Background: an optimization exercise with open tools, aiming at small area. Do not read the settings as production practice.
Only simulation tests tie the RTL to the original design; equivalence was not proved.
Power and IR drop assume default switching activity.

===== flow/design.v =====
module qcpu_spi(
    input [7:0] divisor,
    input [7:0] din,
    output reg [7:0] dout,
    output reg SCLK,
    output reg DO,
    input DI,
    input start,
    output reg busy,
    input clk,
    input rst
);
reg [7:0] data_out_buff;
reg [7:0] data_in_buff;
reg [7:0] div_counter;
reg [4:0] counter;
wire [7:0] div_counter_inc;
inc_rc #(8) dinc(.a(div_counter), .s(div_counter_inc));
always @(posedge clk) begin
    if(rst) begin
        counter <= 5'b11111;
        dout <= 0;
        div_counter <= 0;
        data_in_buff <= 0;
        data_out_buff <= 0;
    end else begin
        if(start) begin
            counter <= 5'b10000;
            div_counter <= 0;
            data_out_buff <= din;
            data_in_buff <= 1;
            SCLK <= 0;
        end
        if(counter != 5'b11111) begin
            busy <= 1;
            div_counter <= div_counter_inc;
            if(div_counter == divisor) begin
                div_counter <= 0;
                counter <= counter - 1;
                if(!counter[0]) begin
                    DO <= data_out_buff[7];
                    data_out_buff <= {data_out_buff[6:0], 1'b0};
                    SCLK <= 0;
                end else begin
                    SCLK <= 1;
                    data_in_buff <= {data_in_buff[6:0], DI};
                end
            end
        end else begin
            SCLK <= 0;
            DO <= 0;
            busy <= 0;
            dout <= data_in_buff;
        end
    end
end
endmodule
module qcpu_uart(
    input [15:0] divisor,
    input [7:0] din,
    output reg [7:0] dout,
    output reg TX,
    input RX,
    input start,
    output reg busy,
    output reg has_byte,
    input clr_hb,
    input clk,
    input rst
);
reg [9:0] data_buff;
reg [15:0] div_counter;
reg [3:0] counter;
reg receiving;
reg [7:0] receive_buff;
reg [3:0] receive_counter;
reg [15:0] receive_div_counter;
wire [15:0] div_counter_inc, receive_div_counter_inc;
inc_rc #(16) tinc(.a(div_counter), .s(div_counter_inc));
inc_rc #(16) rinc(.a(receive_div_counter), .s(receive_div_counter_inc));
always @(posedge clk) begin
    if(rst) begin
        TX <= 1;
        busy <= 0;
        counter <= 0;
        div_counter <= 0;
        receive_div_counter <= 0;
        receiving <= 0;
        dout <= 0;
        has_byte <= 0;
        receive_buff <= 0;
        receive_counter <= 0;
        receive_div_counter <= 0;
        data_buff <= 0;
    end else begin
        if(clr_hb) begin
            has_byte <= 0;
        end
        if(start) begin
            counter <= 4'b1010;
            div_counter <= 0;
            data_buff <= {1'b1, din, 1'b0};
        end
        if(counter != 0) begin
            busy <= 1;
            div_counter <= div_counter_inc;
            if(div_counter == divisor) begin
                div_counter <= 0;
                counter <= counter - 1;
                TX <= data_buff[0];
                data_buff <= {1'b0, data_buff[9:1]};
            end
        end else begin
            TX <= 1;
            busy <= 0;
        end
        if(!receiving && !RX) begin
            receiving <= 1;
            receive_counter <= 4'b1000;
            receive_buff <= 0;
            receive_div_counter <= 0;
        end
        if(receiving) begin
            receive_div_counter <= receive_div_counter_inc;
            if(receive_div_counter == divisor) begin
                receive_div_counter <= 0;
                receive_counter <= receive_counter - 1;
                if(receive_counter == 0) begin
                    receiving <= 0;
                    dout <= receive_buff;
                    has_byte <= 1;
                end else begin
                    receive_buff <= {RX, receive_buff[7:1]};
                end
            end
        end
    end
end
endmodule
module mul_step(
    input [31:0] a,
    input sa,
    input [12:0] w,
    input [33:0] H,
    output [45:0] T
);
wire [34:0] A = {sa, sa, a, 1'b0};
wire [5:0] neg;
genvar k, i;
generate for(k = 0; k < 6; k = k + 1) begin : dig
    wire w0 = w[2*k];
    wire w1 = w[2*k+1];
    wire w2 = w[2*k+2];
    wire one = w1 ^ w0;
    wire two = (w2 & !w1 & !w0) | (!w2 & w1 & w0);
    assign neg[k] = w2 & !(w1 & w0);
    wire [33:0] p;
    for(i = 0; i < 34; i = i + 1) begin : pb
        assign p[i] = ((one & A[i+1]) | (two & A[i])) ^ neg[k];
    end
end endgenerate
wire [33:0] p0 = dig[0].p;
wire [33:0] p1 = dig[1].p;
wire [33:0] p2 = dig[2].p;
wire [33:0] p3 = dig[3].p;
wire [33:0] p4 = dig[4].p;
wire [33:0] p5 = dig[5].p;
wire t1 = p0[8] ^ p1[6];
wire t2 = p0[8] & p1[6];
wire t3 = p0[9] ^ p1[7];
wire t4 = p0[9] & p1[7];
wire t5 = p0[10] ^ p1[8] ^ p2[6];
wire t6 = (p0[10] & p1[8]) | (p2[6] & (p0[10] ^ p1[8]));
wire t7 = p3[4] ^ p4[2];
wire t8 = p3[4] & p4[2];
wire t9 = p0[11] ^ p1[9] ^ p2[7];
wire t10 = (p0[11] & p1[9]) | (p2[7] & (p0[11] ^ p1[9]));
wire t11 = p3[5] ^ p4[3];
wire t12 = p3[5] & p4[3];
wire t13 = p0[12] ^ p1[10] ^ p2[8];
wire t14 = (p0[12] & p1[10]) | (p2[8] & (p0[12] ^ p1[10]));
wire t15 = p3[6] ^ p4[4];
wire t16 = p3[6] & p4[4];
wire t17 = p0[13] ^ p1[11] ^ p2[9];
wire t18 = (p0[13] & p1[11]) | (p2[9] & (p0[13] ^ p1[11]));
wire t19 = p3[7] ^ p4[5];
wire t20 = p3[7] & p4[5];
wire t21 = p0[14] ^ p1[12] ^ p2[10];
wire t22 = (p0[14] & p1[12]) | (p2[10] & (p0[14] ^ p1[12]));
wire t23 = p3[8] ^ p4[6];
wire t24 = p3[8] & p4[6];
wire t25 = p0[15] ^ p1[13] ^ p2[11];
wire t26 = (p0[15] & p1[13]) | (p2[11] & (p0[15] ^ p1[13]));
wire t27 = p3[9] ^ p4[7];
wire t28 = p3[9] & p4[7];
wire t29 = p0[16] ^ p1[14] ^ p2[12];
wire t30 = (p0[16] & p1[14]) | (p2[12] & (p0[16] ^ p1[14]));
wire t31 = p3[10] ^ p4[8];
wire t32 = p3[10] & p4[8];
wire t33 = p0[17] ^ p1[15] ^ p2[13];
wire t34 = (p0[17] & p1[15]) | (p2[13] & (p0[17] ^ p1[15]));
wire t35 = p3[11] ^ p4[9];
wire t36 = p3[11] & p4[9];
wire t37 = p0[18] ^ p1[16] ^ p2[14];
wire t38 = (p0[18] & p1[16]) | (p2[14] & (p0[18] ^ p1[16]));
wire t39 = p3[12] ^ p4[10];
wire t40 = p3[12] & p4[10];
wire t41 = p0[19] ^ p1[17] ^ p2[15];
wire t42 = (p0[19] & p1[17]) | (p2[15] & (p0[19] ^ p1[17]));
wire t43 = p3[13] ^ p4[11];
wire t44 = p3[13] & p4[11];
wire t45 = p0[20] ^ p1[18] ^ p2[16];
wire t46 = (p0[20] & p1[18]) | (p2[16] & (p0[20] ^ p1[18]));
wire t47 = p3[14] ^ p4[12];
wire t48 = p3[14] & p4[12];
wire t49 = p0[21] ^ p1[19] ^ p2[17];
wire t50 = (p0[21] & p1[19]) | (p2[17] & (p0[21] ^ p1[19]));
wire t51 = p3[15] ^ p4[13];
wire t52 = p3[15] & p4[13];
wire t53 = p0[22] ^ p1[20] ^ p2[18];
wire t54 = (p0[22] & p1[20]) | (p2[18] & (p0[22] ^ p1[20]));
wire t55 = p3[16] ^ p4[14];
wire t56 = p3[16] & p4[14];
wire t57 = p0[23] ^ p1[21] ^ p2[19];
wire t58 = (p0[23] & p1[21]) | (p2[19] & (p0[23] ^ p1[21]));
wire t59 = p3[17] ^ p4[15];
wire t60 = p3[17] & p4[15];
wire t61 = p0[24] ^ p1[22] ^ p2[20];
wire t62 = (p0[24] & p1[22]) | (p2[20] & (p0[24] ^ p1[22]));
wire t63 = p3[18] ^ p4[16];
wire t64 = p3[18] & p4[16];
wire t65 = p0[25] ^ p1[23] ^ p2[21];
wire t66 = (p0[25] & p1[23]) | (p2[21] & (p0[25] ^ p1[23]));
wire t67 = p3[19] ^ p4[17];
wire t68 = p3[19] & p4[17];
wire t69 = p0[26] ^ p1[24] ^ p2[22];
wire t70 = (p0[26] & p1[24]) | (p2[22] & (p0[26] ^ p1[24]));
wire t71 = p3[20] ^ p4[18];
wire t72 = p3[20] & p4[18];
wire t73 = p0[27] ^ p1[25] ^ p2[23];
wire t74 = (p0[27] & p1[25]) | (p2[23] & (p0[27] ^ p1[25]));
wire t75 = p3[21] ^ p4[19];
wire t76 = p3[21] & p4[19];
wire t77 = p0[28] ^ p1[26] ^ p2[24];
wire t78 = (p0[28] & p1[26]) | (p2[24] & (p0[28] ^ p1[26]));
wire t79 = p3[22] ^ p4[20];
wire t80 = p3[22] & p4[20];
wire t81 = p0[29] ^ p1[27] ^ p2[25];
wire t82 = (p0[29] & p1[27]) | (p2[25] & (p0[29] ^ p1[27]));
wire t83 = p3[23] ^ p4[21];
wire t84 = p3[23] & p4[21];
wire t85 = p0[30] ^ p1[28] ^ p2[26];
wire t86 = (p0[30] & p1[28]) | (p2[26] & (p0[30] ^ p1[28]));
wire t87 = p3[24] ^ p4[22];
wire t88 = p3[24] & p4[22];
wire t89 = p0[31] ^ p1[29] ^ p2[27];
wire t90 = (p0[31] & p1[29]) | (p2[27] & (p0[31] ^ p1[29]));
wire t91 = p3[25] ^ p4[23];
wire t92 = p3[25] & p4[23];
wire t93 = p0[32] ^ p1[30] ^ p2[28];
wire t94 = (p0[32] & p1[30]) | (p2[28] & (p0[32] ^ p1[30]));
wire t95 = p3[26] ^ p4[24];
wire t96 = p3[26] & p4[24];
wire t97 = ~p0[33] ^ p1[31] ^ p2[29];
wire t98 = (~p0[33] & p1[31]) | (p2[29] & (~p0[33] ^ p1[31]));
wire t99 = p3[27] ^ p4[25];
wire t100 = p3[27] & p4[25];
wire t101 = p1[32] ^ p2[30] ^ p3[28];
wire t102 = (p1[32] & p2[30]) | (p3[28] & (p1[32] ^ p2[30]));
wire t103 = p0[4] ^ p1[2];
wire t104 = p0[4] & p1[2];
wire t105 = p0[5] ^ p1[3];
wire t106 = p0[5] & p1[3];
wire t107 = p0[6] ^ p1[4] ^ p2[2];
wire t108 = (p0[6] & p1[4]) | (p2[2] & (p0[6] ^ p1[4]));
wire t109 = p3[0] ^ neg[3];
wire t110 = p3[0] & neg[3];
wire t111 = p0[7] ^ p1[5] ^ p2[3];
wire t112 = (p0[7] & p1[5]) | (p2[3] & (p0[7] ^ p1[5]));
wire t113 = p3[1] ^ H[7];
wire t114 = p3[1] & H[7];
wire t115 = t1 ^ p2[4] ^ p3[2];
wire t116 = (t1 & p2[4]) | (p3[2] & (t1 ^ p2[4]));
wire t117 = p4[0] ^ neg[4] ^ H[8];
wire t118 = (p4[0] & neg[4]) | (H[8] & (p4[0] ^ neg[4]));
wire t119 = t3 ^ p2[5] ^ p3[3];
wire t120 = (t3 & p2[5]) | (p3[3] & (t3 ^ p2[5]));
wire t121 = p4[1] ^ H[9] ^ t2;
wire t122 = (p4[1] & H[9]) | (t2 & (p4[1] ^ H[9]));
wire t123 = t5 ^ t7 ^ p5[0];
wire t124 = (t5 & t7) | (p5[0] & (t5 ^ t7));
wire t125 = neg[5] ^ H[10] ^ t4;
wire t126 = (neg[5] & H[10]) | (t4 & (neg[5] ^ H[10]));
wire t127 = t9 ^ t11 ^ p5[1];
wire t128 = (t9 & t11) | (p5[1] & (t9 ^ t11));
wire t129 = H[11] ^ t6 ^ t8;
wire t130 = (H[11] & t6) | (t8 & (H[11] ^ t6));
wire t131 = t13 ^ t15 ^ p5[2];
wire t132 = (t13 & t15) | (p5[2] & (t13 ^ t15));
wire t133 = H[12] ^ t10 ^ t12;
wire t134 = (H[12] & t10) | (t12 & (H[12] ^ t10));
wire t135 = t17 ^ t19 ^ p5[3];
wire t136 = (t17 & t19) | (p5[3] & (t17 ^ t19));
wire t137 = H[13] ^ t14 ^ t16;
wire t138 = (H[13] & t14) | (t16 & (H[13] ^ t14));
wire t139 = t21 ^ t23 ^ p5[4];
wire t140 = (t21 & t23) | (p5[4] & (t21 ^ t23));
wire t141 = H[14] ^ t18 ^ t20;
wire t142 = (H[14] & t18) | (t20 & (H[14] ^ t18));
wire t143 = t25 ^ t27 ^ p5[5];
wire t144 = (t25 & t27) | (p5[5] & (t25 ^ t27));
wire t145 = H[15] ^ t22 ^ t24;
wire t146 = (H[15] & t22) | (t24 & (H[15] ^ t22));
wire t147 = t29 ^ t31 ^ p5[6];
wire t148 = (t29 & t31) | (p5[6] & (t29 ^ t31));
wire t149 = H[16] ^ t26 ^ t28;
wire t150 = (H[16] & t26) | (t28 & (H[16] ^ t26));
wire t151 = t33 ^ t35 ^ p5[7];
wire t152 = (t33 & t35) | (p5[7] & (t33 ^ t35));
wire t153 = H[17] ^ t30 ^ t32;
wire t154 = (H[17] & t30) | (t32 & (H[17] ^ t30));
wire t155 = t37 ^ t39 ^ p5[8];
wire t156 = (t37 & t39) | (p5[8] & (t37 ^ t39));
wire t157 = H[18] ^ t34 ^ t36;
wire t158 = (H[18] & t34) | (t36 & (H[18] ^ t34));
wire t159 = t41 ^ t43 ^ p5[9];
wire t160 = (t41 & t43) | (p5[9] & (t41 ^ t43));
wire t161 = H[19] ^ t38 ^ t40;
wire t162 = (H[19] & t38) | (t40 & (H[19] ^ t38));
wire t163 = t45 ^ t47 ^ p5[10];
wire t164 = (t45 & t47) | (p5[10] & (t45 ^ t47));
wire t165 = H[20] ^ t42 ^ t44;
wire t166 = (H[20] & t42) | (t44 & (H[20] ^ t42));
wire t167 = t49 ^ t51 ^ p5[11];
wire t168 = (t49 & t51) | (p5[11] & (t49 ^ t51));
wire t169 = H[21] ^ t46 ^ t48;
wire t170 = (H[21] & t46) | (t48 & (H[21] ^ t46));
wire t171 = t53 ^ t55 ^ p5[12];
wire t172 = (t53 & t55) | (p5[12] & (t53 ^ t55));
wire t173 = H[22] ^ t50 ^ t52;
wire t174 = (H[22] & t50) | (t52 & (H[22] ^ t50));
wire t175 = t57 ^ t59 ^ p5[13];
wire t176 = (t57 & t59) | (p5[13] & (t57 ^ t59));
wire t177 = H[23] ^ t54 ^ t56;
wire t178 = (H[23] & t54) | (t56 & (H[23] ^ t54));
wire t179 = t61 ^ t63 ^ p5[14];
wire t180 = (t61 & t63) | (p5[14] & (t61 ^ t63));
wire t181 = H[24] ^ t58 ^ t60;
wire t182 = (H[24] & t58) | (t60 & (H[24] ^ t58));
wire t183 = t65 ^ t67 ^ p5[15];
wire t184 = (t65 & t67) | (p5[15] & (t65 ^ t67));
wire t185 = H[25] ^ t62 ^ t64;
wire t186 = (H[25] & t62) | (t64 & (H[25] ^ t62));
wire t187 = t69 ^ t71 ^ p5[16];
wire t188 = (t69 & t71) | (p5[16] & (t69 ^ t71));
wire t189 = H[26] ^ t66 ^ t68;
wire t190 = (H[26] & t66) | (t68 & (H[26] ^ t66));
wire t191 = t73 ^ t75 ^ p5[17];
wire t192 = (t73 & t75) | (p5[17] & (t73 ^ t75));
wire t193 = H[27] ^ t70 ^ t72;
wire t194 = (H[27] & t70) | (t72 & (H[27] ^ t70));
wire t195 = t77 ^ t79 ^ p5[18];
wire t196 = (t77 & t79) | (p5[18] & (t77 ^ t79));
wire t197 = H[28] ^ t74 ^ t76;
wire t198 = (H[28] & t74) | (t76 & (H[28] ^ t74));
wire t199 = t81 ^ t83 ^ p5[19];
wire t200 = (t81 & t83) | (p5[19] & (t81 ^ t83));
wire t201 = H[29] ^ t78 ^ t80;
wire t202 = (H[29] & t78) | (t80 & (H[29] ^ t78));
wire t203 = t85 ^ t87 ^ p5[20];
wire t204 = (t85 & t87) | (p5[20] & (t85 ^ t87));
wire t205 = H[30] ^ t82 ^ t84;
wire t206 = (H[30] & t82) | (t84 & (H[30] ^ t82));
wire t207 = t89 ^ t91 ^ p5[21];
wire t208 = (t89 & t91) | (p5[21] & (t89 ^ t91));
wire t209 = H[31] ^ t86 ^ t88;
wire t210 = (H[31] & t86) | (t88 & (H[31] ^ t86));
wire t211 = t93 ^ t95 ^ p5[22];
wire t212 = (t93 & t95) | (p5[22] & (t93 ^ t95));
wire t213 = H[32] ^ t90 ^ t92;
wire t214 = (H[32] & t90) | (t92 & (H[32] ^ t90));
wire t215 = t97 ^ t99 ^ p5[23];
wire t216 = (t97 & t99) | (p5[23] & (t97 ^ t99));
wire t217 = ~H[33] ^ t94 ^ t96;
wire t218 = (~H[33] & t94) | (t96 & (~H[33] ^ t94));
wire t219 = t101 ^ p4[26] ^ p5[24];
wire t220 = (t101 & p4[26]) | (p5[24] & (t101 ^ p4[26]));
wire t221 = 1'b1 ^ t98 ^ t100;
wire t222 = (1'b1 & t98) | (t100 & (1'b1 ^ t98));
wire t223 = ~p1[33] ^ p2[31] ^ p3[29];
wire t224 = (~p1[33] & p2[31]) | (p3[29] & (~p1[33] ^ p2[31]));
wire t225 = p4[27] ^ p5[25] ^ t102;
wire t226 = (p4[27] & p5[25]) | (t102 & (p4[27] ^ p5[25]));
wire t227 = p2[32] ^ p3[30] ^ p4[28];
wire t228 = (p2[32] & p3[30]) | (p4[28] & (p2[32] ^ p3[30]));
wire t229 = p5[26] ^ 1'b1;
wire t230 = p5[26] & 1'b1;
wire t231 = ~p2[33] ^ p3[31] ^ p4[29];
wire t232 = (~p2[33] & p3[31]) | (p4[29] & (~p2[33] ^ p3[31]));
wire t233 = p3[32] ^ p4[30];
wire t234 = p3[32] & p4[30];
wire t235 = p0[2] ^ p1[0];
wire t236 = p0[2] & p1[0];
wire t237 = p0[3] ^ p1[1];
wire t238 = p0[3] & p1[1];
wire t239 = t103 ^ p2[0] ^ neg[2];
wire t240 = (t103 & p2[0]) | (neg[2] & (t103 ^ p2[0]));
wire t241 = t105 ^ p2[1] ^ H[5];
wire t242 = (t105 & p2[1]) | (H[5] & (t105 ^ p2[1]));
wire t243 = t107 ^ t109 ^ H[6];
wire t244 = (t107 & t109) | (H[6] & (t107 ^ t109));
wire t245 = t111 ^ t113 ^ t108;
wire t246 = (t111 & t113) | (t108 & (t111 ^ t113));
wire t247 = t115 ^ t117 ^ t112;
wire t248 = (t115 & t117) | (t112 & (t115 ^ t117));
wire t249 = t119 ^ t121 ^ t116;
wire t250 = (t119 & t121) | (t116 & (t119 ^ t121));
wire t251 = t123 ^ t125 ^ t120;
wire t252 = (t123 & t125) | (t120 & (t123 ^ t125));
wire t253 = t127 ^ t129 ^ t124;
wire t254 = (t127 & t129) | (t124 & (t127 ^ t129));
wire t255 = t131 ^ t133 ^ t128;
wire t256 = (t131 & t133) | (t128 & (t131 ^ t133));
wire t257 = t135 ^ t137 ^ t132;
wire t258 = (t135 & t137) | (t132 & (t135 ^ t137));
wire t259 = t139 ^ t141 ^ t136;
wire t260 = (t139 & t141) | (t136 & (t139 ^ t141));
wire t261 = t143 ^ t145 ^ t140;
wire t262 = (t143 & t145) | (t140 & (t143 ^ t145));
wire t263 = t147 ^ t149 ^ t144;
wire t264 = (t147 & t149) | (t144 & (t147 ^ t149));
wire t265 = t151 ^ t153 ^ t148;
wire t266 = (t151 & t153) | (t148 & (t151 ^ t153));
wire t267 = t155 ^ t157 ^ t152;
wire t268 = (t155 & t157) | (t152 & (t155 ^ t157));
wire t269 = t159 ^ t161 ^ t156;
wire t270 = (t159 & t161) | (t156 & (t159 ^ t161));
wire t271 = t163 ^ t165 ^ t160;
wire t272 = (t163 & t165) | (t160 & (t163 ^ t165));
wire t273 = t167 ^ t169 ^ t164;
wire t274 = (t167 & t169) | (t164 & (t167 ^ t169));
wire t275 = t171 ^ t173 ^ t168;
wire t276 = (t171 & t173) | (t168 & (t171 ^ t173));
wire t277 = t175 ^ t177 ^ t172;
wire t278 = (t175 & t177) | (t172 & (t175 ^ t177));
wire t279 = t179 ^ t181 ^ t176;
wire t280 = (t179 & t181) | (t176 & (t179 ^ t181));
wire t281 = t183 ^ t185 ^ t180;
wire t282 = (t183 & t185) | (t180 & (t183 ^ t185));
wire t283 = t187 ^ t189 ^ t184;
wire t284 = (t187 & t189) | (t184 & (t187 ^ t189));
wire t285 = t191 ^ t193 ^ t188;
wire t286 = (t191 & t193) | (t188 & (t191 ^ t193));
wire t287 = t195 ^ t197 ^ t192;
wire t288 = (t195 & t197) | (t192 & (t195 ^ t197));
wire t289 = t199 ^ t201 ^ t196;
wire t290 = (t199 & t201) | (t196 & (t199 ^ t201));
wire t291 = t203 ^ t205 ^ t200;
wire t292 = (t203 & t205) | (t200 & (t203 ^ t205));
wire t293 = t207 ^ t209 ^ t204;
wire t294 = (t207 & t209) | (t204 & (t207 ^ t209));
wire t295 = t211 ^ t213 ^ t208;
wire t296 = (t211 & t213) | (t208 & (t211 ^ t213));
wire t297 = t215 ^ t217 ^ t212;
wire t298 = (t215 & t217) | (t212 & (t215 ^ t217));
wire t299 = t219 ^ t221 ^ t216;
wire t300 = (t219 & t221) | (t216 & (t219 ^ t221));
wire t301 = t223 ^ t225 ^ t220;
wire t302 = (t223 & t225) | (t220 & (t223 ^ t225));
wire t303 = t227 ^ t229 ^ t224;
wire t304 = (t227 & t229) | (t224 & (t227 ^ t229));
wire t305 = t231 ^ p5[27] ^ t228;
wire t306 = (t231 & p5[27]) | (t228 & (t231 ^ p5[27]));
wire t307 = t233 ^ p5[28] ^ 1'b1;
wire t308 = (t233 & p5[28]) | (1'b1 & (t233 ^ p5[28]));
wire t309 = ~p3[33] ^ p4[31] ^ p5[29];
wire t310 = (~p3[33] & p4[31]) | (p5[29] & (~p3[33] ^ p4[31]));
wire t311 = p4[32] ^ p5[30];
wire t312 = p4[32] & p5[30];
wire t313 = p0[0] ^ neg[0];
wire t314 = p0[0] & neg[0];
wire t315 = p0[1] ^ H[1];
wire t316 = p0[1] & H[1];
wire t317 = t235 ^ neg[1] ^ H[2];
wire t318 = (t235 & neg[1]) | (H[2] & (t235 ^ neg[1]));
wire t319 = t237 ^ H[3] ^ t236;
wire t320 = (t237 & H[3]) | (t236 & (t237 ^ H[3]));
wire t321 = t239 ^ H[4] ^ t238;
wire t322 = (t239 & H[4]) | (t238 & (t239 ^ H[4]));
wire t323 = t241 ^ t104 ^ t240;
wire t324 = (t241 & t104) | (t240 & (t241 ^ t104));
wire t325 = t243 ^ t106 ^ t242;
wire t326 = (t243 & t106) | (t242 & (t243 ^ t106));
wire t327 = t245 ^ t110 ^ t244;
wire t328 = (t245 & t110) | (t244 & (t245 ^ t110));
wire t329 = t247 ^ t114 ^ t246;
wire t330 = (t247 & t114) | (t246 & (t247 ^ t114));
wire t331 = t249 ^ t118 ^ t248;
wire t332 = (t249 & t118) | (t248 & (t249 ^ t118));
wire t333 = t251 ^ t122 ^ t250;
wire t334 = (t251 & t122) | (t250 & (t251 ^ t122));
wire t335 = t253 ^ t126 ^ t252;
wire t336 = (t253 & t126) | (t252 & (t253 ^ t126));
wire t337 = t255 ^ t130 ^ t254;
wire t338 = (t255 & t130) | (t254 & (t255 ^ t130));
wire t339 = t257 ^ t134 ^ t256;
wire t340 = (t257 & t134) | (t256 & (t257 ^ t134));
wire t341 = t259 ^ t138 ^ t258;
wire t342 = (t259 & t138) | (t258 & (t259 ^ t138));
wire t343 = t261 ^ t142 ^ t260;
wire t344 = (t261 & t142) | (t260 & (t261 ^ t142));
wire t345 = t263 ^ t146 ^ t262;
wire t346 = (t263 & t146) | (t262 & (t263 ^ t146));
wire t347 = t265 ^ t150 ^ t264;
wire t348 = (t265 & t150) | (t264 & (t265 ^ t150));
wire t349 = t267 ^ t154 ^ t266;
wire t350 = (t267 & t154) | (t266 & (t267 ^ t154));
wire t351 = t269 ^ t158 ^ t268;
wire t352 = (t269 & t158) | (t268 & (t269 ^ t158));
wire t353 = t271 ^ t162 ^ t270;
wire t354 = (t271 & t162) | (t270 & (t271 ^ t162));
wire t355 = t273 ^ t166 ^ t272;
wire t356 = (t273 & t166) | (t272 & (t273 ^ t166));
wire t357 = t275 ^ t170 ^ t274;
wire t358 = (t275 & t170) | (t274 & (t275 ^ t170));
wire t359 = t277 ^ t174 ^ t276;
wire t360 = (t277 & t174) | (t276 & (t277 ^ t174));
wire t361 = t279 ^ t178 ^ t278;
wire t362 = (t279 & t178) | (t278 & (t279 ^ t178));
wire t363 = t281 ^ t182 ^ t280;
wire t364 = (t281 & t182) | (t280 & (t281 ^ t182));
wire t365 = t283 ^ t186 ^ t282;
wire t366 = (t283 & t186) | (t282 & (t283 ^ t186));
wire t367 = t285 ^ t190 ^ t284;
wire t368 = (t285 & t190) | (t284 & (t285 ^ t190));
wire t369 = t287 ^ t194 ^ t286;
wire t370 = (t287 & t194) | (t286 & (t287 ^ t194));
wire t371 = t289 ^ t198 ^ t288;
wire t372 = (t289 & t198) | (t288 & (t289 ^ t198));
wire t373 = t291 ^ t202 ^ t290;
wire t374 = (t291 & t202) | (t290 & (t291 ^ t202));
wire t375 = t293 ^ t206 ^ t292;
wire t376 = (t293 & t206) | (t292 & (t293 ^ t206));
wire t377 = t295 ^ t210 ^ t294;
wire t378 = (t295 & t210) | (t294 & (t295 ^ t210));
wire t379 = t297 ^ t214 ^ t296;
wire t380 = (t297 & t214) | (t296 & (t297 ^ t214));
wire t381 = t299 ^ t218 ^ t298;
wire t382 = (t299 & t218) | (t298 & (t299 ^ t218));
wire t383 = t301 ^ t222 ^ t300;
wire t384 = (t301 & t222) | (t300 & (t301 ^ t222));
wire t385 = t303 ^ t226 ^ t302;
wire t386 = (t303 & t226) | (t302 & (t303 ^ t226));
wire t387 = t305 ^ t230 ^ t304;
wire t388 = (t305 & t230) | (t304 & (t305 ^ t230));
wire t389 = t307 ^ t232 ^ t306;
wire t390 = (t307 & t232) | (t306 & (t307 ^ t232));
wire t391 = t309 ^ t234 ^ t308;
wire t392 = (t309 & t234) | (t308 & (t309 ^ t234));
wire t393 = t311 ^ 1'b1 ^ t310;
wire t394 = (t311 & 1'b1) | (t310 & (t311 ^ 1'b1));
wire t395 = ~p4[33] ^ p5[31] ^ t312;
wire t396 = (~p4[33] & p5[31]) | (t312 & (~p4[33] ^ p5[31]));
wire t397 = p5[32] ^ 1'b1;
wire t398 = p5[32] & 1'b1;
wire [45:0] ra = {1'b1, 1'b1, ~p5[33], t397, t395, t393, t391, t389, t387, t385, t383, t381, t379, t377, t375, t373, t371, t369, t367, t365, t363, t361, t359, t357, t355, t353, t351, t349, t347, t345, t343, t341, t339, t337, t335, t333, t331, t329, t327, t325, t323, t321, t319, t317, t315, t313};
wire [45:0] rb = {1'b0, 1'b0, t398, t396, t394, t392, t390, t388, t386, t384, t382, t380, t378, t376, t374, t372, t370, t368, t366, t364, t362, t360, t358, t356, t354, t352, t350, t348, t346, t344, t342, t340, t338, t336, t334, t332, t330, t328, t326, t324, t322, t320, t318, t316, t314, H[0]};
assign T = ra + rb;
endmodule
`default_nettype none
module tholin_riscv(
    output [15:0] bus_out,
    input [15:0] bus_in,
    output le_lo,
    output le_hi,
    output OEb,
    output WEb_lo,
    output WEb_hi,
    output bus_dir,
    output SCLK,
    output SDO,
    input SDI,
    output TXD,
    input RXD,
    output reg [5:0] PORT_dir,
    output reg [5:0] PORT_out,
    input [5:0] PORT_in,
    input clk,
    input rst_n
);
reg [2:0] irqs;
reg io_int_enable;
reg uart_int_enable;
reg timer_int_enable;
reg last_io_state;
wire [1:0] highest_irq = irqs[2] ? 3 : (irqs[1] ? 2 : (irqs[0] ? 1 : 0));
reg [1:0] current_irq;
reg [31:0] PC;
reg [31:0] PCE;
reg [31:0] tmr0;
reg [31:0] tmr1;
reg [31:0] tmr0_pre;
reg [31:0] tmr1_pre;
reg [31:0] tmr0_top;
reg [31:0] tmr1_top;
reg [31:0] tmr0_pre_ctr;
reg [31:0] tmr1_pre_ctr;
reg [29:0] intr_vec;
reg [31:0] requested_addr;
reg is_write;
reg [31:0] mem_io;
reg [1:0] io_size;
reg [1:0] ret_state;
wire [2:0] ret_cycle = {ret_state[1], ret_state};
reg int_enabled;
reg [3:0] cycle;
localparam FETCH = 0;
localparam MEM1 = 1;
localparam MEM2 = 2;
localparam MEM3 = 3;
localparam MEM4 = 4;
localparam MEM5 = 5;
localparam EXEC1 = 6;
localparam LOAD = 7;
localparam MUL = 8;
localparam DIV1 = 9;
localparam DIV2 = 10;
wire le_lo_pre = cycle == MEM1 || cycle == MEM4;
assign le_lo = le_lo_pre;
wire le_hi_pre = cycle == MEM2;
assign le_hi = le_hi_pre;
wire WEb = !((cycle == MEM3 || cycle == MEM5) && is_write);
assign bus_dir = !(le_lo_pre || le_hi_pre || (!WEb));
assign OEb = !((cycle == MEM3 || cycle == MEM5) && !is_write);
assign WEb_lo = !(io_size != 0 || requested_addr[0] == 0) || WEb;
assign WEb_hi = !(io_size != 0 || requested_addr[0] == 1) || WEb;
reg [15:0] bus_out_c;
always @(*) begin
    case(cycle)
        default: bus_out_c = 0;
        MEM1: bus_out_c = requested_addr[16:1];
        MEM2: bus_out_c = {1'b0, requested_addr[31:17]};
        MEM3: begin
            if(io_size == 0) begin
                if(requested_addr[0]) bus_out_c = {mem_io[7:0], 8'h00};
                else bus_out_c = {8'h00, mem_io[7:0]};
            end else begin
                bus_out_c = mem_io[15:0];
            end
        end
        MEM4: bus_out_c = requested_addr[16:1] | 1;
        MEM5: bus_out_c = mem_io[31:16];
    endcase
end
assign bus_out = bus_out_c;
wire [31:0] instr = mem_io;
wire isALUreg = instr[6:0] == 7'b0110011;
wire isALUimm = instr[6:0] == 7'b0010011;
wire isBranch = instr[6:0] == 7'b1100011;
wire isJALR   = instr[6:0] == 7'b1100111;
wire isJAL    = instr[6:0] == 7'b1101111;
wire isAUIPC  = instr[6:0] == 7'b0010111;
wire isLUI    = instr[6:0] == 7'b0110111;
wire isLoad   = instr[6:0] == 7'b0000011;
wire isStore  = instr[6:0] == 7'b0100011;
wire isSYSTEM = instr[6:0] == 7'b1110011;
wire [4:0] rdId   = instr[11:7];
wire [2:0] funct3 = instr[14:12];
wire [6:0] funct7 = instr[31:25];
wire [11:0] func12 = instr[31:20];
wire [31:0] Uimm = {instr[31], instr[30:12], 12'h000};
wire [31:0] Iimm = {{21{instr[31]}}, instr[30:20]};
wire [31:0] Simm = {{21{instr[31]}}, instr[30:25], instr[11:7]};
wire [31:0] Bimm = {{20{instr[31]}}, instr[7], instr[30:25], instr[11:8], 1'b0};
wire [31:0] Jimm = {{12{instr[31]}}, instr[19:12], instr[20], instr[30:21], 1'b0};
reg load_funct;
reg [4:0] load_dest;
wire LOAD_sign = load_funct & (io_size == 0 ? mem_io[7] : mem_io[15]);
wire mmio = requested_addr >= 32'hFFFFFF00;
reg [7:0] spi_div;
wire [7:0] spi_dout;
wire spi_busy;
reg [15:0] uart_div;
wire [7:0] uart_dout;
wire uart_busy;
wire uart_hb;
reg mmio_rd;
reg [31:0] mmio_rdata;
always @(*) begin
    mmio_rd = 1'b1;
    mmio_rdata = 32'h0;
    case(requested_addr[7:2])
        0: mmio_rdata = {24'h0, spi_div};
        1: mmio_rdata = {24'h0, spi_dout};
        2: mmio_rdata = {16'h0, uart_div};
        3: mmio_rdata = {24'h0, uart_dout};
        4: mmio_rdata = {29'h0, uart_hb, uart_busy, spi_busy};
        5: mmio_rdata = {26'h0, PORT_dir};
        6: mmio_rdata = {26'h0, PORT_out};
        7: mmio_rdata = {26'h0, PORT_in};
        8: mmio_rdata = {intr_vec, 2'b00};
        9: mmio_rdata = {30'h0, current_irq};
        10: mmio_rdata = {29'h0, uart_int_enable, timer_int_enable, io_int_enable};
        11: mmio_rdata = tmr0_pre;
        12: mmio_rdata = tmr1_pre;
        13: mmio_rdata = tmr0_top;
        14: mmio_rdata = tmr1_top;
        15: mmio_rdata = tmr0;
        16: mmio_rdata = tmr1;
        18: mmio_rdata = PCE;
        19: mmio_rdata = {8'h52, 8'h49, 8'h48, 8'h43};
        20: mmio_rdata = {8'h00, 8'h00, 8'h21, 8'h50};
        default: mmio_rd = 1'b0;
    endcase
end
wire [31:0] rs2 = requested_addr;
reg [31:0] mem_io_nxt;
always @(*) begin
    mem_io_nxt = mem_io;
    if(cycle == MEM1) begin
        if(mmio && !is_write && mmio_rd) mem_io_nxt = mmio_rdata;
    end else if(cycle == MEM3) begin
        if(io_size == 0) mem_io_nxt[7:0] = requested_addr[0] ? bus_in[15:8] : bus_in[7:0];
        else mem_io_nxt[15:0] = bus_in;
    end else if(cycle == MEM5) begin
        mem_io_nxt[31:16] = bus_in;
    end else if(cycle == EXEC1 && isStore) begin
        mem_io_nxt = rs2;
    end
end
wire rf_we = cycle == FETCH;
wire [4:0] raddr = (cycle == MEM1 || cycle == MEM5) ? mem_io_nxt[24:20] : (rf_we ? load_dest : instr[19:15]);
wire [31:1] rsel;
genvar gi;
generate for(gi = 1; gi < 32; gi = gi + 1) begin : rf
    assign rsel[gi] = raddr == gi;
    reg [31:0] q;
    always @(posedge clk) begin
        if(gi == 1 && !rst_n) q <= 0;
        else if(rst_n && rf_we && rsel[gi]) q <= requested_addr;
    end
end endgenerate
wire [31:0] rdata;
rf_read rport(
    .q({rf[31].q, rf[30].q, rf[29].q, rf[28].q, rf[27].q, rf[26].q, rf[25].q, rf[24].q,
        rf[23].q, rf[22].q, rf[21].q, rf[20].q, rf[19].q, rf[18].q, rf[17].q, rf[16].q,
        rf[15].q, rf[14].q, rf[13].q, rf[12].q, rf[11].q, rf[10].q, rf[9].q, rf[8].q,
        rf[7].q, rf[6].q, rf[5].q, rf[4].q, rf[3].q, rf[2].q, rf[1].q}),
    .sel(rsel),
    .d(rdata)
);
wire [31:0] rs1 = rdata;
reg should_branch;
always @(*) begin
    case(funct3)
        0: should_branch = EQ;
        1: should_branch = !EQ;
        4: should_branch = LTS;
        5: should_branch = !LTS;
        6: should_branch = LT;
        7: should_branch = !LT;
        default: should_branch = 1'b0;
    endcase
end
wire is_muldiv = funct7 == 1 && isALUreg;
wire is_mul = funct3 < 4;
wire is_div = !is_mul;
wire signed_div = funct3 == 3'b100 || funct3 == 3'b110;
wire res_sign = signed_div & (rs1[31] ^ rs2[31]);
wire [31:0] aluIn1 = rs1;
wire [31:0] aluIn2 = isStore ? Simm : (isALUreg || isBranch ? rs2 : Iimm);
wire [31:0] XOR = aluIn1 ^ aluIn2;
wire EQ = XOR == 0;
wire mul_delay = div_counter[0];
reg [63:0] div_shifter;
reg [4:0] div_counter;
reg [31:0] add_a;
reg [31:0] add_b;
reg add_sub;
always @(*) begin
    add_a = aluIn1;
    add_b = aluIn2;
    add_sub = isBranch || ((isALUreg || isALUimm) && ((funct3 == 0 && funct7[5] && instr[5]) || funct3 == 2 || funct3 == 3));
    if(cycle == DIV1) begin
        add_a = div_shifter[62:31];
        add_b = rs2;
        add_sub = !(signed_div && rs2[31]);
    end else if(cycle == DIV2) begin
        add_a = 0;
        add_b = funct3[1] ? div_shifter[63:32] : div_shifter[31:0];
        add_sub = funct3 == 3'b100 ? res_sign : (funct3 == 3'b110 ? rs1[31] : 1'b0);
    end else if(is_muldiv) begin
        add_a = 0;
        add_b = rs1;
        add_sub = signed_div && rs1[31];
    end
end
wire [32:0] add_res = {1'b0, add_a} + {1'b0, add_b ^ {32{add_sub}}} + {32'h0, add_sub};
wire [31:0] addsub = add_res[31:0];
wire LT = !add_res[32];
wire LTS = (aluIn1[31] ^ aluIn2[31]) ? aluIn1[31] : LT;
wire [4:0] shift_amount = isALUreg ? rs2[4:0] : instr[24:20];
wire [31:0] shifter_in = (funct3 == 3'b001) ?
{aluIn1[0], aluIn1[1], aluIn1[2], aluIn1[3], aluIn1[4], aluIn1[5],
aluIn1[6], aluIn1[7], aluIn1[8], aluIn1[9], aluIn1[10], aluIn1[11], aluIn1[12],
aluIn1[13], aluIn1[14], aluIn1[15], aluIn1[16], aluIn1[17], aluIn1[18], aluIn1[19],
aluIn1[20], aluIn1[21], aluIn1[22], aluIn1[23], aluIn1[24], aluIn1[25],
aluIn1[26], aluIn1[27], aluIn1[28], aluIn1[29], aluIn1[30], aluIn1[31]}
 : aluIn1;
wire [31:0] shifter = $signed({funct7[5] & aluIn1[31], shifter_in}) >>> shift_amount;
reg [31:0] ALUout;
wire [31:0] sll_res = {shifter[0], shifter[1], shifter[2], shifter[3], shifter[4], shifter[5], shifter[6],
        shifter[7], shifter[8], shifter[9], shifter[10], shifter[11], shifter[12], shifter[13], shifter[14], shifter[15],
        shifter[16], shifter[17], shifter[18], shifter[19], shifter[20], shifter[21], shifter[22],
        shifter[23], shifter[24], shifter[25], shifter[26], shifter[27], shifter[28], shifter[29],
        shifter[30], shifter[31]};
always @(*) begin
    case(funct3)
        0: ALUout = addsub;
        1: ALUout = sll_res;
        2: ALUout = {31'h0, LTS};
        3: ALUout = {31'h0, LT};
        4: ALUout = XOR;
        5: ALUout = shifter;
        6: ALUout = aluIn1 | aluIn2;
        7: ALUout = aluIn1 & aluIn2;
    endcase
end
wire mul_first = cycle == EXEC1;
wire mul_last = cycle == MUL && mul_delay;
wire m_sa = rs1[31] && (funct3 == 3'b001 || funct3 == 3'b010);
wire m_sb = rs2[31] && funct3 == 3'b001;
wire [12:0] m_w = mul_first ? {rs2[11:0], 1'b0} : (mul_last ? {{4{m_sb}}, rs2[31:23]} : rs2[23:11]);
wire [33:0] m_H = mul_first ? 34'h0 : div_shifter[63:30];
wire [45:0] m_T;
mul_step mstep(
    .a(rs1),
    .sa(m_sa),
    .w(m_w),
    .H(m_H),
    .T(m_T)
);
wire [63:0] mul_next = {m_T[45:12], 6'h0, m_T[11:0], div_shifter[23:12]};
wire [31:0] mul_res = funct3 == 0 ? {m_T[7:0], div_shifter[23:0]} : m_T[39:8];
wire [31:0] PC_next;
assign PC_next[1:0] = PC[1:0];
inc_rc #(30) pcinc(.a(PC[31:2]), .s(PC_next[31:2]));
wire [31:0] t0_ctr_inc, t1_ctr_inc, t0_inc, t1_inc;
wire t0_fire, t1_fire, t0_hit, t1_hit;
inc_rc #(32) t0ci(.a(tmr0_pre_ctr), .s(t0_ctr_inc));
inc_rc #(32) t1ci(.a(tmr1_pre_ctr), .s(t1_ctr_inc));
inc_rc #(32) t0i(.a(tmr0), .s(t0_inc));
inc_rc #(32) t1i(.a(tmr1), .s(t1_inc));
ge_rc #(32) t0f(.a(t0_ctr_inc), .b(tmr0_pre), .ge(t0_fire));
ge_rc #(32) t1f(.a(t1_ctr_inc), .b(tmr1_pre), .ge(t1_fire));
ge_rc #(32) t0h(.a(tmr0), .b(tmr0_top), .ge(t0_hit));
ge_rc #(32) t1h(.a(tmr1), .b(tmr1_top), .ge(t1_hit));
wire [31:0] PC_imm = isJAL ? Jimm : (isBranch ? Bimm : Uimm);
wire [31:0] PC_jmp;
add_cs32 pcadd(.a(PC), .b(PC_imm), .s(PC_jmp));
wire writes_rd = isJAL || isJALR || isLUI || isAUIPC || isLoad || isALUreg || isALUimm;
reg [31:0] exec_res;
always @(*) begin
    if(isJAL || isJALR) exec_res = PC_next;
    else if(isLUI) exec_res = Uimm;
    else if(isAUIPC) exec_res = PC_jmp;
    else if(isLoad || isStore) exec_res = addsub;
    else exec_res = ALUout;
end
wire [31:0] load_res = io_size == 0 ? {{24{LOAD_sign}}, mem_io[7:0]} :
                       (io_size == 1 ? {{16{LOAD_sign}}, mem_io[15:0]} : mem_io);
wire ex = cycle == EXEC1 && !is_muldiv;
wire aluop = isALUreg || isALUimm;
wire [16:0] ra_sel = {
    cycle == FETCH && !(irqs != 0 && int_enabled),
    (cycle == MEM5 || (cycle == MEM1 && mmio)) && ret_cycle == EXEC1,
    ex && (isJAL || isJALR),
    ex && isLUI,
    ex && isAUIPC,
    (ex && (isLoad || isStore || (aluop && funct3 == 0))) || cycle == DIV2,
    ex && aluop && funct3 == 1,
    ex && aluop && (funct3 == 2 || funct3 == 3),
    ex && aluop && funct3 == 4,
    ex && aluop && funct3 == 5,
    ex && aluop && funct3 == 6,
    ex && aluop && funct3 == 7,
    cycle == LOAD && io_size == 0,
    cycle == LOAD && io_size == 1,
    cycle == LOAD && io_size[1],
    cycle == MUL && mul_delay && funct3 == 0,
    cycle == MUL && mul_delay && funct3 != 0};
wire [31:0] ra_next;
aomux #(17) ramux(.sel(ra_sel), .d({PC, rdata, PC_next, Uimm, PC_jmp, addsub, sll_res, {31'h0, funct3[0] ? LT : LTS},
    XOR, shifter, aluIn1 | aluIn2, aluIn1 & aluIn2,
    {{24{LOAD_sign}}, mem_io[7:0]}, {{16{LOAD_sign}}, mem_io[15:0]}, mem_io,
    {m_T[7:0], div_shifter[23:0]}, m_T[39:8]}), .y(ra_next));
always @(posedge clk) if(rst_n && ra_sel != 0) requested_addr <= ra_next;
always @(posedge clk) begin
    if(!rst_n) begin
        PC <= 0;
        cycle <= FETCH;
        PORT_dir <= 0;
        PORT_out <= 0;
        spi_div <= 8'h80;
        uart_div <= 16'h0101;
        int_enabled <= 0;
        irqs <= 0;
        io_int_enable <= 0;
        last_io_state <= 0;
        current_irq <= 0;
        uart_int_enable <= 0;
        timer_int_enable <= 0;
        tmr0 <= 0;
        tmr1 <= 0;
        tmr0_pre <= 32'h00008000;
        tmr1_pre <= 32'h00001000;
        tmr0_top <= 32'hFFFFFFFF;
        tmr1_top <= 32'hFFFFFFFF;
        tmr0_pre_ctr <= 0;
        tmr1_pre_ctr <= 0;
        intr_vec <= 0;
        mem_io <= 0;
        load_dest <= 0;
    end else begin
        mem_io <= mem_io_nxt;
        last_io_state <= PORT_in[5];
        if(!last_io_state && PORT_in[5] && io_int_enable) irqs[0] <= 1;
        else irqs[0] <= irqs[0] & io_int_enable;
        irqs[2] <= uart_hb & uart_int_enable;
        tmr0_pre_ctr <= t0_fire ? 32'h0 : t0_ctr_inc;
        tmr1_pre_ctr <= t1_fire ? 32'h0 : t1_ctr_inc;
        if(t0_fire) tmr0 <= t0_hit ? 32'h0 : t0_inc;
        irqs[1] <= (irqs[1] || t1_hit) && timer_int_enable;
        if(t1_fire) tmr1 <= t1_hit ? 32'h0 : t1_inc;
        if(cycle == MEM1) begin
            if(mmio) begin
                if(is_write) case(requested_addr[7:2])
                    0: spi_div <= mem_io[7:0];
                    2: uart_div <= mem_io[15:0];
                    5: PORT_dir <= mem_io[5:0];
                    6: PORT_out <= mem_io[5:0];
                    7: irqs[0] <= 0;
                    8: intr_vec <= mem_io[31:2];
                    10: begin
                        io_int_enable <= mem_io[0];
                        timer_int_enable <= mem_io[1];
                        uart_int_enable <= mem_io[2];
                    end
                    11: tmr0_pre <= mem_io;
                    12: tmr1_pre <= mem_io;
                    13: tmr0_top <= mem_io;
                    14: tmr1_top <= mem_io;
                    15: tmr0 <= mem_io;
                    16: tmr1 <= mem_io;
                    17: irqs[1] <= 0;
                endcase
                cycle <= {1'b0, ret_cycle};
            end else cycle <= MEM2;
        end else if(cycle == MEM2) begin
            cycle <= MEM3;
        end else if(cycle == MEM3) begin
            if(io_size == 0) begin
                cycle <= {1'b0, ret_cycle};
            end else begin
                cycle <= io_size == 1 ? {1'b0, ret_cycle} : MEM4;
            end
        end else if(cycle == MEM4) begin
            cycle <= MEM5;
        end else if(cycle == MEM5) begin
            cycle <= {1'b0, ret_cycle};
        end
        else if(cycle == FETCH && irqs != 0 && int_enabled) begin
            PCE <= PC;
            PC <= {2'b00, intr_vec};
            int_enabled <= 0;
            current_irq <= highest_irq;
        end else if(cycle == FETCH) begin
            ret_state <= 2'b10;
            cycle <= MEM1;
            is_write <= 0;
            io_size <= 2;
        end else if(cycle == EXEC1) begin
            PC <= PC_next;
            load_dest <= writes_rd ? rdId : 5'd0;
            if(isSYSTEM) begin
                if(func12 == 12'h26D) begin
                    int_enabled <= !int_enabled;
                    PC <= PCE;
                end else if(func12 == 12'h007) begin
                    int_enabled <= 1;
                end else if(func12 == 12'h008) begin
                    int_enabled <= 0;
                end
                cycle <= FETCH;
            end else if(is_muldiv) begin
                cycle <= is_mul ? MUL : DIV1;
                div_counter <= 0;
                div_shifter <= is_div ? {32'h0, addsub} : mul_next;
            end else if(isJAL || isJALR) begin
                PC <= isJALR ? addsub : PC_jmp;
                cycle <= FETCH;
            end else if(isBranch) begin
                if(should_branch) PC <= PC_jmp;
                cycle <= FETCH;
            end else if(isLoad) begin
                load_funct <= !funct3[2];
                io_size <= funct3[1:0];
                is_write <= 0;
                ret_state <= 2'b11;
                cycle <= MEM1;
            end else if(isStore) begin
                io_size <= funct3[1:0];
                is_write <= 1;
                ret_state <= 2'b00;
                cycle <= MEM1;
            end else if(isLUI || isAUIPC || isALUreg || isALUimm) begin
                cycle <= FETCH;
            end
        end else if(cycle == LOAD) begin
            cycle <= FETCH;
        end else if(cycle == MUL) begin
            div_counter[0] <= !mul_delay;
            div_shifter <= mul_next;
            if(mul_delay) begin
                cycle <= FETCH;
            end
        end else if(cycle == DIV1) begin
            div_shifter <= add_res[32] ? {addsub, div_shifter[30:0], 1'b1} : {div_shifter[62:0], 1'b0};
            div_counter <= div_counter + 1;
            if(div_counter == 31) begin
                cycle <= DIV2;
            end
        end else if(cycle == DIV2) begin
            cycle <= FETCH;
        end
    end
end
qcpu_spi spi(
    .divisor(spi_div),
    .din(mem_io[7:0]),
    .dout(spi_dout),
    .SCLK(SCLK),
    .DO(SDO),
    .DI(SDI),
    .start(cycle == MEM1 && requested_addr == 32'hFFFFFF04 && is_write),
    .busy(spi_busy),
    .clk(clk),
    .rst(!rst_n)
);
qcpu_uart uart(
    .divisor(uart_div),
    .din(mem_io[7:0]),
    .dout(uart_dout),
    .TX(TXD),
    .RX(RXD),
    .start(cycle == MEM1 && requested_addr == 32'hFFFFFF0C && is_write),
    .busy(uart_busy),
    .has_byte(uart_hb),
    .clr_hb(cycle == MEM1 && requested_addr == 32'hFFFFFF10 && is_write),
    .clk(clk),
    .rst(!rst_n)
);
endmodule
module rf_read(
    input [991:0] q,
    input [30:0] sel,
    output reg [31:0] d
);
integer i;
always @(*) begin
    d = 32'h0;
    for(i = 0; i < 31; i = i + 1) d = d | (q[i*32 +: 32] & {32{sel[i]}});
end
endmodule
module inc_rc #(parameter W = 32) (
    input [W-1:0] a,
    output [W-1:0] s
);
wire [W:0] c;
assign c[0] = 1'b1;
genvar i;
generate for(i = 0; i < W; i = i + 1) begin : g
    assign s[i] = a[i] ^ c[i];
    assign c[i+1] = a[i] & c[i];
end endgenerate
endmodule
module ge_rc #(parameter W = 32) (
    input [W-1:0] a,
    input [W-1:0] b,
    output ge
);
wire [W:0] c;
assign c[0] = 1'b1;
genvar i;
generate for(i = 0; i < W; i = i + 1) begin : g
    assign c[i+1] = (a[i] & ~b[i]) | (c[i] & (a[i] | ~b[i]));
end endgenerate
assign ge = c[W];
endmodule
module add_rc #(parameter W = 16) (
    input [W-1:0] a,
    input [W-1:0] b,
    input ci,
    output [W-1:0] s,
    output co
);
wire [W:0] c;
assign c[0] = ci;
genvar i;
generate for(i = 0; i < W; i = i + 1) begin : g
    assign s[i] = a[i] ^ b[i] ^ c[i];
    assign c[i+1] = (a[i] & b[i]) | (c[i] & (a[i] ^ b[i]));
end endgenerate
assign co = c[W];
endmodule
module add_cs32(
    input [31:0] a,
    input [31:0] b,
    output [31:0] s
);
wire c16, co0, co1;
wire [15:0] h0, h1;
add_rc #(16) lo(.a(a[15:0]), .b(b[15:0]), .ci(1'b0), .s(s[15:0]), .co(c16));
add_rc #(16) hi0(.a(a[31:16]), .b(b[31:16]), .ci(1'b0), .s(h0), .co(co0));
add_rc #(16) hi1(.a(a[31:16]), .b(b[31:16]), .ci(1'b1), .s(h1), .co(co1));
assign s[31:16] = c16 ? h1 : h0;
endmodule
module aomux #(parameter N = 2, parameter W = 32) (
    input [N-1:0] sel,
    input [N*W-1:0] d,
    output reg [W-1:0] y
);
integer i;
always @(*) begin
    y = {W{1'b0}};
    for(i = 0; i < N; i = i + 1) y = y | (d[i*W +: W] & {W{sel[i]}});
end
endmodule

===== flow/run.sh =====
#!/bin/bash
# synth_recipe.tcl (not shown) runs the flow's synth.tcl, then flattens the netlist and writes it again
# the make line also repeats each setting of config.mk as NAME=value (left out here)
make -C /OpenROAD-flow-scripts/flow DESIGN_CONFIG=/design/flow/config.mk WORK_HOME=/design/flow/orfs CLKGATE_MAP_FILE= SYNTH_SCRIPT=/design/flow/synth_recipe.tcl finish

===== flow/config.mk =====
export PLATFORM = sky130hd
export DESIGN_NAME = tholin_riscv
export DESIGN_NICKNAME = tholin_riscv
export VERILOG_FILES = /design/flow/design.v
export SDC_FILE = /design/flow/constraint.sdc
export NUM_CORES = 4
export LEC_CHECK = 0
export CAP_MARGIN = 20
export CORE_MARGIN = 2
export CORE_UTILIZATION = 50
export CTS_BUF_LIST = sky130_fd_sc_hd__clkbuf_16
export CTS_CLUSTER_DIAMETER = 50
export CTS_CLUSTER_SIZE = 20
export PLACE_DENSITY = 0.6
export SLEW_MARGIN = 20
export SYNTH_HIERARCHICAL = 1

===== flow/constraint.sdc =====
create_clock -name core_clock -period 15.0 [get_ports {clk}]
set_input_delay 3.0000 -clock core_clock [delete_from_list [all_inputs] [get_ports {clk}]]
set_output_delay 3.0000 -clock core_clock [all_outputs]
set_load 0.01 [all_outputs]

==> flow_summary.yaml, run 1 <==
die:
  std_cell_rows: 159
  core_region_area_mm2: 0.1872
  top_level_ports: 63
  die_area_mm2: 0.1915
  die_width_um: 437.6
  initial_core_util_pct: 50.21
  dieHeight_um: 437.6
global_route:
  grt_first_pass_wirelength_um: 586500
  grt_antenna_before_repair: 61
  grt_overflow_total: 0
  number_of_global_route_vias_before_repair: 75890
  grt_start_max_net_pins: 98
  track_usage_pct: 43.01
final_layout:
  fin_util_pct: 56.11
  flow.area_growth_from_synthesis_pct: 11.76
  post_route_cells_drive_above_1_share_pct: 11.47
  finalNonFillerCells: 11580
  register_area_mm2: 0.04399
  layout.nets: 9499
  fillerInstances: 16160
  multi_input_area_mm2: 0.04610
placement:
  dp_hpwl_um: 295300
  finalWeightedCongestion: 1.104
  buffer_ports.inserted: 62
  post-place-cells: 11220
routing:
  drt-wirelength-per-cell_um: 36.27
  vias_per_inst: 6.974
  ant_nets_after_route: 0
  detailroute.via_count: 80780
  postRouteWirelength_um: 420100
  initialDrtViolationCount: 13120
  first_drt_pass_iteration_count: 11
  drcViolationCount: 0
timing:
  timing_hold_violations_final: 0
  max-slew-margin-rel_pct: 7.029
  worst_pin_slew_ns: 1.390
  timing.setup.tns_ns: 0
  finalCriticalPeriod_ns: 13.85
  clock-skew-final_ns: 0.07563
  achievable-frequency_mhz: 72.22
  timing_max_transition_violations_final: 0
  min_period_over_period_pct: 92.31
  setup-violations-final: 0
  smallest_hold_slack_ns: 0.4571
  grt_setup_unrepaired: "no"
power:
  power_density_mw_per_mm2: 149.3
  vdd.ir_drop.worst_mv: 0.3790
  power_leakage_nw: 39.85
  total_chip_power_mw: 15.69
worst_setup_path:
  worst_ep_required_time_ns: 15.52
  reg2reg_setup_slack_ns: 1.67
  critical_path.top_delay_family: "simple AND/OR/NAND/NOR gates"
  setup.worst_path.start_class: "input port"
  end_of_the_critical_path: "requested_addr[23]$_DFFE_PP_"
  regToRegEndpoint: "requested_addr[23]$_DFFE_PP_"
  critical_path_arrival_ns: 14.37
  depth_of_the_critical_timing_path_with_buffers_and_inverters_included: 33
  regToRegStartpoint: "requested_addr[3]$_DFFE_PP_"
  crit_path_start: "bus_in[5]"
  critPathBufInv: 5
  worst_path_max_delay_cell: "sky130_fd_sc_hd__or4_1"
  max_stage_delay_ns: 0.95
  r2r_worst_path_depth: 35
  critPathCaptureType: "register"
  timing.setup.critical_path_class: "in2reg"
  critical_path.max_fanout: 13
clocking:
  cts-htree-levels: 4
  clock_tree.buffer_depth: 3
  post_cts_resized: 0
  cts.hold.buffers_added: 0
  tritoncts_clock_tree: "built"
  clock_insertion_delay_worst_skew_ns: 0.88
  cts_sinks: 1646
  inserted_clock_buffers: 161
  cts_root_buffer: "sky130_fd_sc_hd__clkbuf_16"
  cts_setup_buffers: 0
  clock_slew_seen_by_the_registers_of_the_worst_setup_and_hold_paths_ns: 0.08
synth:
  syn_area_mm2: 0.09399
  avgSynthCellArea_um2: 10.49
  post_synth_inst_count: 8956
  yosys_warnings: 11
status:
  status: "no timing/DRC/antenna violations"
worst_hold_path:
  min-delay-path-class: "reg2reg"
run:
  max_cap_viol_count: 0
-- tightest hold or removal path, stage by stage (launching register included) --
cell                      delay (ns)
sky130_fd_sc_hd__dfxtp_1        0.32
sky130_fd_sc_hd__nand2_1        0.05
sky130_fd_sc_hd__o21ai_1        0.05
-- sequential cells by signal, indices dropped and copies added (netlist names), 10 cells and up --
register,flops
intr_vec,30
uart_div,16
tmr1_pre_ctr,32
tmr0_top,32
requested_addr,32
PCE,32
tmr0,32
uart.receive_div_counter,16
uart.data_buff,10
tmr1_top,32
mem_io,32
uart.div_counter,16
tmr1_pre,32
tmr1,32
PC,32
div_shifter,64
tmr0_pre_ctr,32
rf.q,992
tmr0_pre,32
-- worst min-delay path by stage --
stage	startpoint	endpoint	slack, ns	depth (start not counted)
after global placement	rf[1].q[4]$_SDFFE_PN0P_	rf[1].q[4]$_SDFFE_PN0P_	0.44	2
after global routing	rf[1].q[4]$_SDFFE_PN0P_	rf[1].q[4]$_SDFFE_PN0P_	0.48	2
after detailed placement	mem_io[26]$_SDFFE_PN0P_	mem_io[26]$_SDFFE_PN0P_	0.44	2
after floorplan	spi.data_in_buff[7]$_SDFF_PP0_	spi.dout[7]$_SDFFE_PP0P_	0.43	2
final	rf[1].q[3]$_SDFFE_PN0P_	rf[1].q[3]$_SDFFE_PN0P_	0.46	2
after CTS	mem_io[26]$_SDFFE_PN0P_	mem_io[26]$_SDFFE_PN0P_	0.45	2
-- per-stage QoR --
stage / cell area [µm²] / worst slack [ns]
global placement: 98510 / 0.8983
finish: 105000 / 1.154
detailed placement: 98810 / 0.8429
floorplan: 94160 / 3.605
global route: 105000 / 0.9090
CTS: 104700 / 1.691
-- layout make-up --
class	count	share of cell area [%]
Antenna cell	55	0.1310
Clock inverter	136	1.691
Timing Repair Buffer	440	3.580
Multi-Input combinational cell	6101	43.88
Tap cell	2495	2.972
Sequential cell	1646	41.88
Inverter	546	1.958
Clock buffer	164	3.907
-- power breakdown --
| group | internal, mW | switching, mW | leakage [nW] |
|---|---|---|---|
| combinational | 1.69 | 4.64 | 22.6 |
| clock | 2.41 | 2.05 | 2.84 |
| sequential | 4.86 | 0.0376 | 14.4 |
| total | 8.96 | 6.73 | 39.8 |
-- metal layers --
metal / GRT usage [%] / part of all wire [%] / wire length [µm]
met5: 0.5040 / 0.10 / 431
met4: 30.06 / 8.5 / 35840
met3: 13.42 / 12 / 49660
met2: 63.11 / 43 / 179100
met1: 53.94 / 37 / 155000
-- cell usage in the layout (no fill, tap or decap), drive strengths merged, types with 47 or more instances in the layout --
master / instances
edfxtp: 1102
nand2: 897
a22oi: 781
inv: 583
dfxtp: 544
a21oi: 438
nor2: 384
buf: 377
ha: 371
o21ai: 279
nand3: 247
a222oi: 209
fa: 206
xor2: 182
mux2i: 180
xnor2: 173
clkbuf: 166
nor3: 161
a221oi: 152
and3: 145
a22o: 116
nand4: 108
o211ai: 102
nor2b: 96
nand2b: 74
clkinv: 67
clkdlybuf4s50: 61
diode: 55
a21o: 55
o31ai: 48
conb: 47
==> run 2: changes to the inputs <==
--- a/flow/config.mk
+++ b/flow/config.mk
@@ -9,7 +9,5 @@
 export CORE_MARGIN = 2
-export CORE_UTILIZATION = 50
-export CTS_BUF_LIST = sky130_fd_sc_hd__clkbuf_16
-export CTS_CLUSTER_DIAMETER = 50
-export CTS_CLUSTER_SIZE = 20
-export PLACE_DENSITY = 0.6
+export CORE_UTILIZATION = 45
+export CTS_BUF_LIST = sky130_fd_sc_hd__clkbuf_8
+export PLACE_DENSITY = 0.55
 export SLEW_MARGIN = 20
==> flow_summary.yaml, run 2 <==
status:
  status: "no timing/DRC/antenna violations"
worst_setup_path:
  cp_common_cell: "sky130_fd_sc_hd__a22oi_1"
  setup.worst_path.start_class: "input port"
  timing.setup.critical_path_class: "in2reg"
  critical_path_arrival_ns: 14.29
  worst_ep_required_time_ns: 15.71
  critical_path.max_fanout: 17
  max_stage_delay_ns: 0.99
  worst_path_max_delay_cell: "sky130_fd_sc_hd__or4_1"
  critPathCaptureType: "register"
placement:
  dp_hpwl_um: 303400
  post-place-cells: 11510
  finalWeightedCongestion: 1.093
  buffer_ports.inserted: 62
  post-place-ws_ns: 0.9812
global_route:
  global_route.usage.met3_pct: 12.99
  number_of_global_route_vias_before_repair: 76380
  gr-usage-met1_pct: 50.62
  grt_antenna_before_repair: 63
  grt_overflow_total: 0
  grt_first_pass_wirelength_um: 601700
  grt_use_met2_pct: 58.29
  global_route.peak_usage_layer: "met2"
  grt_start_max_net_pins: 103
  track_usage_pct: 40.03
power:
  power.share.switching_pct: 43.76
  power_density_mw_per_mm2: 149.7
  p_clk_share_pct: 26.1
  pwr-share-comb_pct: 42.7
  p_int_mw: 8.838
  share_seq_of_total_power_pct: 31.2
  power_leakage_nw: 40.08
  vdd.ir_drop.worst_mv: 0.4237
  power.net_switching_mw: 6.877
  total_chip_power_mw: 15.72
timing:
  worst_pin_slew_ns: 1.362
  min_period_over_period_pct: 90.51
  max-slew-margin-rel_pct: 8.265
  timing_max_transition_violations_final: 0
  smallest_hold_slack_ns: 0.4478
  achievable-frequency_mhz: 73.65
  timing.setup.tns_ns: 0
  setup-violations-final: 0
  grt_setup_unrepaired: "no"
  timing_hold_violations_final: 0
  finalCriticalPeriod_ns: 13.58
  clock-skew-final_ns: 0.1181
  timing.final.ws_setup_ns: 1.423
routing:
  postRouteWirelength_um: 433900
  vias_per_inst: 6.684
  drt-wirelength-per-cell_um: 35.78
  drcViolationCount: 0
  detailroute.via_count: 81080
  ant_nets_after_route: 0
  first_drt_pass_iteration_count: 15
  initialDrtViolationCount: 13140
clocking:
  cts_sinks: 1646
  clock_insertion_delay_worst_skew_ns: 1.09
  inserted_clock_buffers: 311
  cts.hold.buffers_added: 0
  post_cts_resized: 0
  tritoncts_clock_tree: "built"
  clock_slew_seen_by_the_registers_of_the_worst_setup_and_hold_paths_ns: 0.05
  cts-htree-levels: 5
  cts_setup_buffers: 0
  cts_root_buffer: "sky130_fd_sc_hd__clkbuf_8"
  clock_tree.buffer_depth: 4
worst_hold_path:
  min-delay-path-class: "reg2reg"
final_layout:
  commonest_cells_after_routing_fill_and_taps_aside: "1102 x sky130_fd_sc_hd__edfxtp_1, 895 x sky130_fd_sc_hd__nand2_1, 774 x sky130_fd_sc_hd__a22oi_1"
  most_frequent_standard_cell_in_the_layout_excluding_fill_and_tap_cells: "sky130_fd_sc_hd__edfxtp_1"
  fillerInstances: 19040
  finalNonFillerCells: 12130
  layout.nets: 9641
  multi_input_area_mm2: 0.04607
  largest_reg_flops: 992
  post_route_cells_drive_above_1_share_pct: 12.34
  regMostFlops: "rf.q"
  register_area_mm2: 0.04399
  flow.area_growth_from_synthesis_pct: 11.70
  layout_top_registers: "rf.q: 992 flops, div_shifter: 64 flops"
synth:
  syn_area_mm2: 0.09399
  avgSynthCellArea_um2: 10.49
  yosys_warnings: 11
  post_synth_inst_count: 8956
die:
  top_level_ports: 63
  core_region_area_mm2: 0.2073
  initial_core_util_pct: 45.35
  die_width_um: 461.0
  dieHeight_um: 461.0
  std_cell_rows: 167
  die_area_mm2: 0.2125
run:
  max_cap_viol_count: 0
[run 2: stage by stage]
| stage | utilization (%) | instance area [µm²] |
|---|---|---|
| final | 50.65 | 105000 |
| after global routing | 50.63 | 104900 |
| after CTS | 50.49 | 104700 |
| after detailed placement | 47.80 | 99070 |
| after global placement | 47.71 | 98900 |
| after floorplan | - | 94160 |
[run 2: final cells by class]
cell class,count,share of cell area (%)
multi-input combinational,6101,43.89
sequential,1646,41.90
clock buffer,343,4.497
timing repair buffer,432,3.408
tap,2788,3.323
inverter,546,1.959
clock inverter,187,0.8211
antenna,86,0.2050
[run 2: worst paths after layout]
check	slack [ns]	depth (start not counted)	startpoint	end
hold reg to reg	0.45	2	spi.data_out_buff[0]$_SDFF_PP0_	spi.data_out_buff[1]$_SDFF_PP0_
hold / removal	0.45	2	spi.data_out_buff[0]$_SDFF_PP0_	spi.data_out_buff[1]$_SDFF_PP0_
setup / recovery	1.42	33	bus_in[6]	requested_addr[20]$_DFFE_PP_
setup reg to reg	1.53	33	requested_addr[3]$_DFFE_PP_	requested_addr[20]$_DFFE_PP_
[run 2: per-layer routing]
layer / wire length, µm / up-vias / share of wire [%]
li1: - / 34070 / -
met1: 164500 / 40240 / 38
met2: 184600 / 5489 / 43
met3: 51900 / 1252 / 12
met4: 32750 / 28 / 7.5
met5: 170 / - / 0.039
[run 2: power groups by stage]
stage	combinational (mW)	sequential [mW]	clock [mW]
2_1_floorplan	3.09	5.01	0
3_3_place_gp	6.19	5.00	0
3_5_place_dp	6.15	5.00	0
4_1_cts	6.20	4.91	4.14
5_1_grt	6.92	4.91	4.33
6_report	6.71	4.91	4.09
[run 2: worst max-delay path, delay by kind of cell]
family | cells | cell delay [ns]
adder cells (fa/ha/maj) | 5 | 2.52
AO/OA/AOI/OAI | 10 | 3.45
XOR/XNOR | 2 | 0.51
buffers and inverters | 6 | 1.07
AND/OR/NAND/NOR | 10 | 3.68

==> what the ideal ports hide <==
The results above use ideal ports. As a check the final layouts listed here were re-extracted and re-timed, cells and wires unchanged.
Step 1, drivers: a clkbuf_16 drives clk and a buf_2 each remaining input, both assumed.
Step 2 times the ports against the registers' clock, not the clock port: input delays grow and output delays shrink by t, the midpoint of the rising clock arrivals with the driver on.
Slacks: no drivers / after step 1 / after step 2; pairs: no drivers / after step 1.
run	t, ns	setup slack, ns	hold slack, ns	latest minus earliest clock arrival (ns)
run 1	0.940	1.154 / 1.230 / 0.290	0.457 / 0.457 / 0.457	0.075 / 0.076
run 2	1.123	1.423 / 1.462 / 0.339	0.448 / 0.448 / 0.448	0.118 / 0.118
After both steps setup and hold are still met in every run listed. For run 2, which loses most, drivers alone change the setup slack by +0.039 ns; drivers and shift together by -1.084 ns.
